Context: an optimization exercise on an open-source flow, tuned for small area and a short achievable clock period. The choices shown serve that exercise and are no tape-out recipe. Function was checked by simulation only, so behaviour that the tests miss may differ from the original. Power is estimated from default activity; no workload was simulated.

## nickel
## avalon_uart
module avalon_uart (
    input               clk,
    input               rst,
    input               avn_read,
    input               avn_write,
    input [4:0]         avn_address,
    input [31:0]        avn_writedata,
    output reg [31:0]   avn_readdata,
    output              avn_waitrequest,
    output              int_txwm,
    output              int_rxwm,
    output              uart_txd,
    input               uart_rxd
);
Size in the first run: about 1100 cells after synthesis, roughly 300 flip-flops, roughly 0.012 mm2 of cells after synthesis.
clock: 3.5 ns
lec_check: 0
cap_margin: 20
core_margin: 2
core_utilization: 75
place_density: 0.85
setup_slack_margin: 1.7
slew_margin: 20
standard.sh (not shown) runs the stock make flow with config.mk's settings and CLKGATE_MAP_FILE= SYNTH_SCRIPT=/design/flow/synth_recipe.tcl, a recipe that flattens the netlist after the stock synthesis.
==> flow/flow/run.sh <==
#!/bin/bash
set -euo pipefail
bash standard.sh "BUFFER_PORTS_ARGS=-buffer_cell sky130_fd_sc_hd__buf_2" \
  "CTS_ARGS=-sink_clustering_enable -repair_clock_nets -sink_clustering_size 16 -sink_clustering_max_diameter 60 -buf_list sky130_fd_sc_hd__clkbuf_8 -dont_use_dummy_load" \
  finish > flow_make.log 2>&1
--- input diff nickel..cedar ---
- a change of SETUP_SLACK_MARGIN from 1.7 to 1.9
- a change of PLACE_DENSITY from 0.85 to 0.75
- a change of CORE_UTILIZATION from 75 to 65
==> flow/flow/run.sh <==
#!/bin/bash
set -euo pipefail
bash standard.sh "BUFFER_PORTS_ARGS=-buffer_cell sky130_fd_sc_hd__buf_2" \
  "CTS_ARGS=-sink_clustering_enable -repair_clock_nets -sink_clustering_size 24 -sink_clustering_max_diameter 100 -buf_list sky130_fd_sc_hd__clkbuf_16 -dont_use_dummy_load" \
  finish > flow_make.log 2>&1
Results
cedar reports its path class of the lowest-slack min-delay path as flop to flop while nickel reports primary input to flop. Comparing nickel and cedar, fraction of power spent switching nets is higher on nickel. Compared with nickel, in cedar number of logic stages on the critical path including buffering has increased, global-route usage has decreased, number of buffers added for setup after CTS has increased. ~same ratio of final minimum period to clock period in nickel and cedar. cedar vs. nickel: area occupied by multi-input gates +7.9%, number of CTS-inserted buffers fell 6, final standard cell utilization of the core down 6.1 points, wire length grew by about 10%.
Modified inputs, quartz compared to cedar
- a change of SETUP_SLACK_MARGIN from 1.9 to 1.7
==> flow/flow/run.sh <==
#!/bin/bash
set -euo pipefail
bash standard.sh "BUFFER_PORTS_ARGS=-buffer_cell sky130_fd_sc_hd__buf_2" \
  "CTS_ARGS=-sink_clustering_enable -repair_clock_nets -sink_clustering_size 16 -sink_clustering_max_diameter 60 -buf_list sky130_fd_sc_hd__clkbuf_8 -dont_use_dummy_load" \
  finish > flow_make.log 2>&1
--- outcome ---
Number of non-clock buffers: quartz vs cedar down 50
Of cedar and quartz, the higher non-clock buffering overhead in the final layout belongs to cedar.
Diff cedar -> quartz | internal power | decrease of 5.6%
NOTE final net count cedar->quartz decreased by a few percent
Per the comparison of quartz with cedar, clock network fraction of design power lost 2.8 points; largest stage delay on the critical path lost 60 ps; routed length on met1 lost about 7%.
For routed wire length, dividing the value from quartz by the value from cedar gives 0.894.
[compare] base=cedar new=quartz: placement-stage worst setup slack grew by 6.2 ps; sequential share of power grew by 3.4 points; post-route worst setup slack shrank by 24 ps.
### quartz -> onyx
- SETUP_SLACK_MARGIN: 1.7 -> 1.85
[compare] base=quartz new=onyx: combinational power share picked up an extra 0.3 points, clock group power level, maximum frequency dropped 0.49%.

========
avalon_uart, a different RTL version from the one above (not shown whole).
Size in the first run: about 300 flip-flops, roughly 78 I/O pins, about 12000 sq um of cells after synthesis.
clock: 3.5 ns
lec_check: 0
cap_margin: 20
core_margin: 2
core_utilization: 65
place_density: 0.75
setup_slack_margin: 1.88
slew_margin: 20
==> flow/flow/run.sh <==
#!/bin/bash
set -euo pipefail
bash standard.sh "BUFFER_PORTS_ARGS=-buffer_cell sky130_fd_sc_hd__buf_2" \
  "CTS_ARGS=-sink_clustering_enable -repair_clock_nets -sink_clustering_size 16 -sink_clustering_max_diameter 60 -buf_list sky130_fd_sc_hd__clkbuf_8 -root_buf sky130_fd_sc_hd__clkbuf_16 -dont_use_dummy_load" \
  finish > flow_make.log 2>&1
The baseline went through all stages and came out clean.
==> next run, changes <==
==> flow/flow/run.sh (replaced) <==
#!/bin/bash
set -euo pipefail
bash standard.sh "BUFFER_PORTS_ARGS=-buffer_cell sky130_fd_sc_hd__buf_2" \
  "CTS_ARGS=-sink_clustering_enable -repair_clock_nets -sink_clustering_size 16 -sink_clustering_max_diameter 60 -buf_list sky130_fd_sc_hd__clkbuf_8 -dont_use_dummy_load" \
  finish > flow_make.log 2>&1
--- a/flow/config.mk
+++ b/flow/config.mk
@@ -10,4 +10,4 @@
 export CORE_UTILIZATION = 65
 export PLACE_DENSITY = 0.75
-export SETUP_SLACK_MARGIN = 1.88
+export SETUP_SLACK_MARGIN = 1.7
 export SLEW_MARGIN = 20
Effect:
- The new run passed the timing, design-rule and antenna checks
- fmax decreases by 5.3%
- synthesized cell count stays the same
- setup slack got worse by 0.093 ns
- power decreases by 2.0%
- worst hold slack got worse by 0.056 ns
- cell area decreases by 3.2%
- count of clock-buffer cells in the layout decreases by 1
- via count stays flat
- non-clock buffer count decreases by 6
- register-to-register slack got worse by 0.12 ns
- sequential cell count does not change
==> next run, changes <==
--- a/flow/config.mk
+++ b/flow/config.mk
@@ -10,4 +10,4 @@
 export CORE_UTILIZATION = 65
 export PLACE_DENSITY = 0.75
-export SETUP_SLACK_MARGIN = 1.7
+export SETUP_SLACK_MARGIN = 1.6
 export SLEW_MARGIN = 20
Via count is about the same.
Area after synthesis does not change.
Sequential share of layout area grows by 0.39 points.
Synthesized cell count does not change.
Total power hardly moves.
Die area stays the same.
Routed wire length drops by a few percent.
Register-to-register slack degrades by 0.25 ns.
Count of clock-buffer cells in the layout grows by 1.
Clock power barely changes.
Final cell count falls slightly.
==> next run, changes <==
==> flow/flow/run.sh (replaced) <==
#!/bin/bash
set -euo pipefail
bash standard.sh "BUFFER_PORTS_ARGS=-buffer_cell sky130_fd_sc_hd__buf_2" \
  "CTS_ARGS=-sink_clustering_enable -repair_clock_nets -sink_clustering_size 14 -sink_clustering_max_diameter 50 -buf_list sky130_fd_sc_hd__clkbuf_8 -root_buf sky130_fd_sc_hd__clkbuf_16 -dont_use_dummy_load" \
  finish > flow_make.log 2>&1
--- a/flow/config.mk
+++ b/flow/config.mk
@@ -10,4 +10,4 @@
 export CORE_UTILIZATION = 65
 export PLACE_DENSITY = 0.75
-export SETUP_SLACK_MARGIN = 1.6
+export SETUP_SLACK_MARGIN = 1.82
 export SLEW_MARGIN = 20
Result:
- The changed run finished with timing, DRC and antenna clean
- maximum frequency rose by 18%
- wire length rises by 4.2%
- cell area rose by 3.8%
- worst setup slack improves by 0.30 ns
- sequential power is about the same
- via count came out higher by 2.8%
- hold slack improved by 0.028 ns
==> next run, changes <==
==> flow/flow/run.sh (replaced) <==
#!/bin/bash
set -euo pipefail
bash standard.sh "BUFFER_PORTS_ARGS=-buffer_cell sky130_fd_sc_hd__buf_2" \
  "CTS_ARGS=-sink_clustering_enable -repair_clock_nets -sink_clustering_size 24 -sink_clustering_max_diameter 100 -buf_list sky130_fd_sc_hd__clkbuf_16 -dont_use_dummy_load" \
  finish > flow_make.log 2>&1
--- a/flow/config.mk
+++ b/flow/config.mk
@@ -10,4 +10,4 @@
 export CORE_UTILIZATION = 65
 export PLACE_DENSITY = 0.75
-export SETUP_SLACK_MARGIN = 1.82
+export SETUP_SLACK_MARGIN = 1.86
 export SLEW_MARGIN = 20
Effect:
- The new run finished clean
- cell count is unchanged
- clock-buffer cell count came out lower by 13
- routed wire length came out higher by 0.48%
- final area came out higher by 0.58%
- sequential share of layout area came out lower by 0.32 points
- register-to-register slack improves by 0.06 ns
- worst setup slack degrades by 0.018 ns
- clock skew came out higher by 0.017 ns
- hold slack improves by 0.029 ns
- sequential power barely changes
==> next run, changes <==
==> flow/flow/run.sh (replaced) <==
#!/bin/bash
set -euo pipefail
bash standard.sh "BUFFER_PORTS_ARGS=-buffer_cell sky130_fd_sc_hd__buf_2" \
  "CTS_ARGS=-sink_clustering_enable -repair_clock_nets -sink_clustering_size 16 -sink_clustering_max_diameter 60 -buf_list sky130_fd_sc_hd__clkbuf_8 -root_buf sky130_fd_sc_hd__clkbuf_16 -dont_use_dummy_load" \
  finish > flow_make.log 2>&1
--- a/flow/config.mk
+++ b/flow/config.mk
@@ -8,6 +8,6 @@
 export CAP_MARGIN = 20
 export CORE_MARGIN = 2
-export CORE_UTILIZATION = 65
-export PLACE_DENSITY = 0.75
-export SETUP_SLACK_MARGIN = 1.86
+export CORE_UTILIZATION = 55
+export PLACE_DENSITY = 0.65
+export SETUP_SLACK_MARGIN = 1.82
 export SLEW_MARGIN = 20
What happened:
- worst setup slack improves by 0.033 ns
- wire length goes up by 0.36%
- via count is lower by 3.3%
- die area rises by 18%
- sequential cell count is unchanged
- maximum frequency came out higher by 2.0%
- cell area went down by 0.36%
- cell count is higher by 3.2%
- total power came out lower by 2.2%

========
== build 3 ==
avalon_uart again, from the RTL that the note above started with.
==> flow/config.mk <==
export PLATFORM = sky130hd
export DESIGN_NAME = avalon_uart
export DESIGN_NICKNAME = avalon_uart
export VERILOG_FILES = /design/flow/design.v
export SDC_FILE = /design/flow/constraint.sdc
export NUM_CORES = 4
export LEC_CHECK = 0
export CAP_MARGIN = 20
export CORE_MARGIN = 2
export CORE_UTILIZATION = 65
export PLACE_DENSITY = 0.75
export SETUP_SLACK_MARGIN = 1.82
export SLEW_MARGIN = 20
==> flow/constraint.sdc <==
create_clock -name core_clock -period 3.5 [get_ports {clk}]
set_input_delay 0.7000 -clock core_clock [delete_from_list [all_inputs] [get_ports {clk}]]
set_output_delay 0.7000 -clock core_clock [all_outputs]
set_load 0.01 [all_outputs]
==> flow/flow/run.sh <==
#!/bin/bash
set -euo pipefail
bash standard.sh "BUFFER_PORTS_ARGS=-buffer_cell sky130_fd_sc_hd__buf_2" \
  "CTS_ARGS=-sink_clustering_enable -repair_clock_nets -sink_clustering_size 16 -sink_clustering_max_diameter 60 -buf_list sky130_fd_sc_hd__clkbuf_8 -root_buf sky130_fd_sc_hd__clkbuf_16 -dont_use_dummy_load" \
  finish > flow_make.log 2>&1
Build 3 completed end to end with timing, DRC and antenna clean.
Relative to build 3, the following input files were edited for build 47:
==> flow/flow/run.sh <==
#!/bin/bash
set -euo pipefail
bash standard.sh "BUFFER_PORTS_ARGS=-buffer_cell sky130_fd_sc_hd__buf_2" \
  "CTS_ARGS=-sink_clustering_enable -repair_clock_nets -sink_clustering_size 16 -sink_clustering_max_diameter 60 -buf_list sky130_fd_sc_hd__clkbuf_8 -dont_use_dummy_load" \
  finish > flow_make.log 2>&1
diff --git a/flow/config.mk b/flow/config.mk
--- a/flow/config.mk
+++ b/flow/config.mk
@@ -12 +12 @@
-export SETUP_SLACK_MARGIN = 1.82
+export SETUP_SLACK_MARGIN = 1.75
Notes after the runs:
Final instance area (lower): build 47
Re non-clock buffer count: no difference whatsoever between build 3 and build 47.
[compare] base=build 3 new=build 47: met2 usage shrank by 1.2 points; global-route met1 utilization grew by 0.83 points; worst vdd rail ir drop shrank by 14%; arrival time of data at the critical path endpoint grew by 70 ps.
Compared to build 3, build 47 shows a narrower setup margin.
Summary of build 47 over build 3: total power decreased by 87 uW relative to the old numbers, area used by sequential logic in the layout closely matched the old numbers.
Edits applied to the flow inputs when going from build 47 to build 21:
==> flow/flow/run.sh <==
#!/bin/bash
set -euo pipefail
bash standard.sh "BUFFER_PORTS_ARGS=-buffer_cell sky130_fd_sc_hd__buf_2" \
  "CTS_ARGS=-sink_clustering_enable -repair_clock_nets -sink_clustering_size 16 -sink_clustering_max_diameter 60 -buf_list sky130_fd_sc_hd__clkbuf_8 -dont_use_dummy_load -root_buf sky130_fd_sc_hd__clkbuf_16" \
  finish > flow_make.log 2>&1
diff --git a/flow/config.mk b/flow/config.mk
--- a/flow/config.mk
+++ b/flow/config.mk
@@ -10,3 +10,3 @@
-export CORE_UTILIZATION = 65
-export PLACE_DENSITY = 0.75
-export SETUP_SLACK_MARGIN = 1.75
+export CORE_UTILIZATION = 75
+export PLACE_DENSITY = 0.85
+export SETUP_SLACK_MARGIN = 1.7
==> notes.md <==
Build 21 was carried through to the last stage, and its layout satisfied the timing, design-rule and antenna checks. Cmp build 47 and build 21 / critical path depth / higher: build 21. From build 47 to build 21 the numbers moved as follows: total buffers and inverters traversed by the critical path has increased; net switching component of the power increased by 20 uW relative to the old numbers. Compared with build 47, build 21 has less setup slack. Summary — peak fanout along the critical path, build 21 relative to build 47: higher, by 9. Against build 47 as the reference, build 21 delivers a lower final cell count without fillers. Compared with build 47, in build 21 die boundary width lower, utilization picked up an extra 11 points. Combinational power share delta (build 47 -> build 21): insignificant. The higher synthesis-to-layout area growth came out of build 47.
--- input diff build 21..build 32 ---
==> flow/flow/run.sh <==
#!/bin/bash
set -euo pipefail
bash standard.sh "BUFFER_PORTS_ARGS=-buffer_cell sky130_fd_sc_hd__buf_2" \
  "CTS_ARGS=-sink_clustering_enable -repair_clock_nets -sink_clustering_size 16 -sink_clustering_max_diameter 60 -buf_list sky130_fd_sc_hd__clkbuf_8 -root_buf sky130_fd_sc_hd__clkbuf_16 -dont_use_dummy_load" \
  finish > flow_make.log 2>&1
diff --git a/flow/config.mk b/flow/config.mk
--- a/flow/config.mk
+++ b/flow/config.mk
@@ -10,3 +10,3 @@
-export CORE_UTILIZATION = 75
-export PLACE_DENSITY = 0.85
-export SETUP_SLACK_MARGIN = 1.7
+export CORE_UTILIZATION = 65
+export PLACE_DENSITY = 0.75
+export SETUP_SLACK_MARGIN = 1.78
--- outcome ---
The number of antenna violations at the first check in global routing in build 32 sits 1 above the value recorded for build 21. Number of cells on the critical path: build 32 vs build 21 down 2. Build 21 has lower signed area change from the synthesized netlist to the final layout than build 32. Sequential share of cell area down 0.38 points in build 32 wrt build 21. In the flow results for build 21 and build 32, the number of gates resized after cts is larger on build 32. In the flow results for build 21 and build 32, the post-DP HPWL is smaller on build 32. Diff build 21 -> build 32: combinational power fell by about 2%; overall die height rose by about 7%; worst hold path stage count fell by 2. Build 32 ends up with a portion of total power attributed to the clock network that is 0.4 points higher than in build 21. Compare build 21 and build 32 | post-place instance area higher: build 32.

[static timing again, ports no longer ideal]
The results above use ideal ports. As a check the final layouts listed here were re-extracted and re-timed, cells and wires unchanged.
Step 1: set_driving_cell puts a clkbuf_16 on clk and a buf_2 on each other input, an assumption about the parent block.
Step 2 adds t to the input delays and takes it off the output delays; t is the mean of the earliest and latest rising clock arrival at the registers after step 1. Input paths then give back, and output paths get back, about the clock's delay inside the block.
Slacks: ideal ports / drivers / drivers and shift; pairs: ideal ports / drivers.
run	t (ns)	setup slack, ns	slew at the worst register clock pin (ns)	worst slew at a driven data input, ns
nickel	0.572	1.723 / 1.690 / 1.177	0.11 / 0.11	0.07
cedar	0.529	1.727 / 1.718 / 1.189	0.10 / 0.10	0.08
quartz	0.573	1.703 / 1.703 / 1.202	0.10 / 0.10	0.04
onyx	0.590	1.695 / 1.695 / 1.234	0.10 / 0.10	0.06
the first run of note 2	0.522	1.837 / 1.791 / 1.474	0.10 / 0.10	0.06
the second run of note 2	0.588	1.744 / 1.701 / 1.305	0.10 / 0.10	0.06
the third run of note 2	0.566	1.524 / 1.524 / 1.283	0.11 / 0.11	0.05
the fourth run of note 2	0.526	1.826 / 1.796 / 1.390	0.09 / 0.09	0.06
the fifth run of note 2	0.532	1.808 / 1.762 / 1.415	0.09 / 0.09	0.06
the sixth run of note 2	0.526	1.841 / 1.792 / 1.388	0.10 / 0.10	0.08
build 3	0.521	1.848 / 1.807 / 1.390	0.10 / 0.10	0.06
build 47	0.572	1.779 / 1.740 / 1.248	0.10 / 0.10	0.05
build 21	0.527	1.736 / 1.709 / 1.303	0.10 / 0.10	0.03
build 32	0.526	1.791 / 1.778 / 1.335	0.10 / 0.10	0.05
After both steps setup and hold are still met in every run listed. For nickel, which loses most, drivers alone change the setup slack by -0.033 ns; drivers and shift together by -0.546 ns.
